Context: an optimization exercise on an open-source flow, tuned for a short achievable clock period and few clock cycles. The choices shown serve that exercise and are no tape-out recipe.
Function was checked by simulation only, so behaviour that the tests miss may differ from the original.
Power and IR drop assume default switching activity.

==> flow/design.v <==
module PC(
    input clk,rst,
    input [31:0]Next_PC,
    output reg [31:0]PC
    );
    always @(posedge clk, posedge rst) 
    begin
        if(rst) 
            PC <= 0;
        else 
            PC <= Next_PC;
    end
endmodule
`timescale 1ns / 1ps
module ADD
    #(parameter Width = 32)(
    input [Width-1:0] a,b,
    output [Width-1:0] sum
    );
    assign sum = a + b;
endmodule
module MUX_2_1
#(parameter Width = 32)(
input [Width-1:0] a,
input [Width-1:0] b,
input sel,
output reg [Width-1:0] out
);
always @(*)
begin
    case(sel)
        0:out = a;
        1:out = b;
    endcase        
end
endmodule
module MUX_3_1
#(parameter Width = 32)(
input [Width-1:0] a,
input [Width-1:0] b,
input [Width-1:0] c,
input [1:0] sel,
output reg [Width-1:0] out
);
always @(*)
begin
    case(sel)
        2'b00:out=a;
        2'b01:out=b;
        2'b10:out=c;
        default:out=0;   
    endcase        
end
endmodule
module Control(
    input   wire [6:0] opcode,
    output  reg jal,
    output  reg Branch,
    output  reg [1:0] Imm_gen,
    output  reg [1:0] RegScr,
    output  reg [1:0] ALUop,
    output  reg MemWrite,
    output  reg ALUSrc,
    output  reg RegWrite
    );
     always @(*) begin
        case(opcode)
            7'b0110011:          
            begin   
                jal      = 0;
                Branch   = 0;
                Imm_gen  = 2'b00; 
                RegScr   = 2'b00;
                ALUop    = 2'b10;
                MemWrite = 0;
                ALUSrc   = 0;
                RegWrite = 1;
            end
            7'b0010011:          
            begin   
                jal      = 0;
                Branch   = 0;
                Imm_gen  = 2'b00; 
                RegScr   = 2'b00;
                ALUop    = 2'b10;
                MemWrite = 0;
                ALUSrc   = 1;
                RegWrite = 1;
            end
            7'b0000011:          
            begin
                jal      = 0;
                Branch   = 0;
                Imm_gen  = 2'b00; 
                RegScr   = 2'b01;
                ALUop    = 2'b00;
                MemWrite = 0;
                ALUSrc   = 1;
                RegWrite = 1;
            end
            7'b0100011:          
            begin   
                jal      = 0;
                Branch   = 0;
                Imm_gen  = 2'b01; 
                RegScr   = 2'b00;
                ALUop    = 2'b00;
                MemWrite = 1;
                ALUSrc   = 1;
                RegWrite = 0;
            end
            7'b1100011:          
            begin   
                jal      = 0;
                Branch   = 1;
                Imm_gen  = 2'b10; 
                RegScr   = 2'b00;
                ALUop    = 2'b01;
                MemWrite = 0;
                ALUSrc   = 0;
                RegWrite = 0;
            end
            7'b1101111:          
            begin   
                jal      = 1;
                Branch   = 1;
                Imm_gen  = 2'b11; 
                RegScr   = 2'b10;
                ALUop    = 2'b00;
                MemWrite = 0;
                ALUSrc   = 0;
                RegWrite = 1;
            end
            default: begin 
                jal      = 0;
                Branch   = 0;
                Imm_gen  = 2'b00; 
                RegScr   = 2'b00;
                ALUop    = 2'b00;
                MemWrite = 0;
                ALUSrc   = 0;
                RegWrite = 0;  
            end
        endcase
    end
endmodule
`timescale 1ns / 1ps
module ALU_Control(
    input [1:0] ALUop,
    input [6:0] func7,
    input [2:0] func3,
    output reg [2:0] ALU_ctl_input
    );
      always @(*) 
    begin
        case (ALUop)
            2'b01: ALU_ctl_input=3'd1;
            default: ALU_ctl_input=3'd0;
        endcase   
    end
endmodule
module  ALU
    #(parameter WIDTH = 32)(
    input [WIDTH -1: 0]  a, b,
    input [2:0] s,
    output reg[WIDTH -1: 0] y,
    output zf
    );
    localparam ADD=3'd0,SUB=3'd1;
    reg tempt;
    always @(*)
    begin
        case(s)
            ADD:{tempt,y} =a + b;
            SUB:{tempt,y} =a - b;
            default:{tempt,y}=0;
        endcase
    end
    assign zf = ~|y;
endmodule
module ImmGen (
    input [1:0] Imm_gen,
    input [31:0] instruct,
    output reg [31:0]Imm
);
    always @(*) begin
        case(Imm_gen)
            2'b00:   
            begin     
                Imm[11:0] = instruct[31:20];
                if(instruct[31] == 1)
                     Imm[31:12] = 20'hfffff;
                else Imm[31:12] = 20'h00000;
            end
            2'b01:  
            begin   
                Imm[11:5] = instruct[31:25];
                Imm[4:0]  = instruct[11:7];
                if(instruct[31] == 1)
                     Imm[31:12] = 20'hfffff;
                else Imm[31:12] = 20'h00000;
            end
            2'b10:  
            begin   
                Imm[11]   = instruct[31];
                Imm[9:4]  = instruct[30:25];
                Imm[3:0]  = instruct[11:8];
                Imm[10]   = instruct[7];
                if(instruct[31] == 1)
                    Imm[31:12] = 19'h7ffff;
                else 
                    Imm[31:12] = 19'h00000;
            end
            2'b11:  
            begin   
                Imm[19]     = instruct[31];
                Imm[9:0]    = instruct[30:21];
                Imm[10]     = instruct[20];
                Imm[18:11]  = instruct[19:12];
                if(instruct[31] == 1)
                    Imm[31:20] = 11'h7ff;
                else 
                    Imm[31:20] = 11'h000;
            end
            default: 
            begin   
                Imm[31:0] = 32'd0;
            end
        endcase
    end
endmodule
module RF(
    input wire clk,we,
    input wire [4:0] wa, 
    input wire [31:0] wd, 
    input wire [4:0] ra1, ra2, ra3,
    output wire [31:0] rd1, rd2, rd3
    );
    reg [31:0] regfile[0:31];
    assign  rd1 = (ra1 == 5'd0) ? 32'd0 : regfile[ra1];
    assign  rd2 = (ra2 == 5'd0) ? 32'd0 : regfile[ra2];
    assign  rd3 = (ra3 == 5'd0) ? 32'd0 : regfile[ra3];
    always @ (posedge clk)
    begin
        if(we && wa != 0)
            regfile[wa] <= wd;
    end
endmodule
module  CPU(
  	input clk,
  	input rst,
  	output [31:0] pc,           	 
  	input [31:0] instr,         	 
  	output [7:0] dmem_addr,     	 
  	output [31:0] dmem_wdata,   	 
  	output dmem_we,             	 
  	input [31:0] dmem_rdata,    	 
  	output [7:0] io_addr,      	 
  	output [31:0] io_dout,     	 
  	output io_we,              	 
  	input [31:0] io_din,    	 
  	input [7:0] m_rf_addr,   	 
  	output [31:0] rf_data    	 
);
	reg [31:0] pc_r;
	reg        e_ld, e_st, e_wr;      
	reg [4:0]  e_rd;
	reg [31:0] e_a, e_b, e_sd;        
	wire [31:0] e_sum = e_a + e_b;
	wire [31:0] e_ldv = e_sum[10] ? io_din : dmem_rdata;
	wire [31:0] e_res = e_ld ? e_ldv : e_sum;
	assign dmem_addr  = e_sum[9:2];
	assign dmem_wdata = e_sd;
	assign dmem_we    = e_st & ~e_sum[10];
	assign io_addr    = e_sum[7:0];
	assign io_dout    = e_sd;
	assign io_we      = e_st & e_sum[10];
	wire [31:0] rf1, rf2;
	RF MY_RF(
        .clk(clk),
        .we(e_wr),
        .wa(e_rd),
        .ra1(instr[19:15]),
        .ra2(instr[24:20]),
        .ra3(m_rf_addr[4:0]),
        .rd1(rf1),
        .rd2(rf2),
        .rd3(rf_data),
        .wd(e_res)
    );
	assign pc = pc_r;
	wire [6:0] op = instr[6:0];
	wire [4:0] rs1 = instr[19:15];
	wire [4:0] rs2 = instr[24:20];
	wire [4:0] rd  = instr[11:7];
	wire is_add  = (op == 7'b0110011);
	wire is_addi = (op == 7'b0010011);
	wire is_lw   = (op == 7'b0000011);
	wire is_sw   = (op == 7'b0100011);
	wire is_beq  = (op == 7'b1100011);
	wire is_jal  = (op == 7'b1101111);
	wire fw1 = e_wr & (e_rd == rs1);
	wire fw2 = e_wr & (e_rd == rs2);
	wire [31:0] r1 = fw1 ? e_res : rf1;
	wire [31:0] r2 = fw2 ? e_res : rf2;
	wire [31:0] immI = {{20{instr[31]}}, instr[31:20]};
	wire [31:0] immS = {{20{instr[31]}}, instr[31:25], instr[11:7]};
	wire [31:0] immB = {{20{instr[31]}}, instr[7], instr[30:25], instr[11:8], 1'b0};
	wire [31:0] immJ = {{12{instr[31]}}, instr[19:12], instr[20], instr[30:21], 1'b0};
	wire [31:0] pc4   = pc_r + 32'd4;
	wire [31:0] pcimm = pc_r + (is_jal ? immJ : immB);
	wire taken = is_jal | (is_beq & (r1 == r2));
	wire [31:0] next_pc = taken ? pcimm : pc4;
	always @(posedge clk, posedge rst) begin
		if (rst) begin
			pc_r <= 32'd0;
			e_ld <= 1'b0;
			e_st <= 1'b0;
			e_wr <= 1'b0;
		end else begin
			pc_r <= next_pc;
			e_ld <= is_lw;
			e_st <= is_sw;
			e_wr <= (is_add | is_addi | is_lw | is_jal) & (rd != 5'd0);
		end
	end
	always @(posedge clk) begin
		e_rd <= rd;
		e_a  <= is_jal ? pc4 : r1;
		e_b  <= is_add ? r2 : is_sw ? immS : is_jal ? 32'd0 : immI;
		e_sd <= r2;
	end
endmodule
clock: 8.5 ns
lec_check: 0
cap_margin: 20
core_margin: 2
core_utilization: 40
slew_margin: 20
run.sh (not shown) runs the stock make flow with config.mk's settings and CLKGATE_MAP_FILE= SYNTH_SCRIPT=/design/flow/synth_recipe.tcl, a recipe that flattens the netlist after the stock synthesis.
The starting point went through all stages and came out clean.
Testbench counts at the start, summed over its fixed seeds: cycles 98,702.
Change:
Settings changed: ABC_CLOCK_PERIOD_IN_PS set to 3000, SETUP_SLACK_MARGIN set to 4.0.
After rerunning:
- The changed run completed with no timing, DRC or antenna violations
- power rises by a few percent
- worst setup slack gains 1.5 ns
- cell count rose by a few percent
- combinational power went up by about a fifth
- clock power stays flat
- routed wire length went up by a little under a tenth
- design area grows by a little under a tenth
- synthesized area does not change

Another version of the RTL of CPU (not shown whole).
Size: roughly 1200 flip-flops, about 66000 um^2 of cells after synthesis.
Settings: LEC_CHECK=0, ABC_CLOCK_PERIOD_IN_PS=3000, CAP_MARGIN=20, CORE_MARGIN=2, CORE_UTILIZATION=55, PLACE_DENSITY=0.7, SETUP_SLACK_MARGIN=3.6, SLEW_MARGIN=20; clock period 8.5 ns.
Testbench counts at the start, summed over its fixed seeds: cycles 99,954.
Then changed:
- CORE_UTILIZATION: 55 -> 40
- PLACE_DENSITY: 0.7 -> default
- SETUP_SLACK_MARGIN: 3.6 -> 4.0
Final area goes up slightly.
Routed wire length goes up by a few percent.
Power goes up slightly.
Global-route usage goes down by 9.3 points.
Hold slack got worse by 0.0067 ns.

-- re-timing with driven ports --
The results above use ideal ports. As a check the final layouts listed here were re-extracted and re-timed, cells and wires unchanged. Step 1 assumes that a clkbuf_16 drives the clock port and a buf_2 every other input. Step 2, shift: input delay + t, output delay - t, t = (earliest + latest rising clock arrival at the registers) / 2. This alone moves slack from input paths to output paths. a / b / c = ideal / step 1 / step 2; a / b = the first two.
| run | t, ns | setup slack, ns | worst data-port slew with drivers (ns) | cell pins on the clock port's net |
|---|---|---|---|---|
| the first run of note 1 | 0.864 | 1.310 / 1.310 / 0.604 | 0.09 | 1 |
| the second run of note 1 | 0.839 | 2.806 / 2.397 / 1.679 | 0.75 | 1 |
| the first run of note 2 | 0.839 | 2.964 / 2.507 / 2.507 | 0.53 | 1 |
| the second run of note 2 | 0.852 | 3.042 / 2.532 / 2.532 | 0.56 | 1 |
After both steps setup and hold are still met in every run listed. The setup slack of the second run of note 1, which loses most, moves by -0.409 ns with the drivers and by -1.127 ns with both steps.
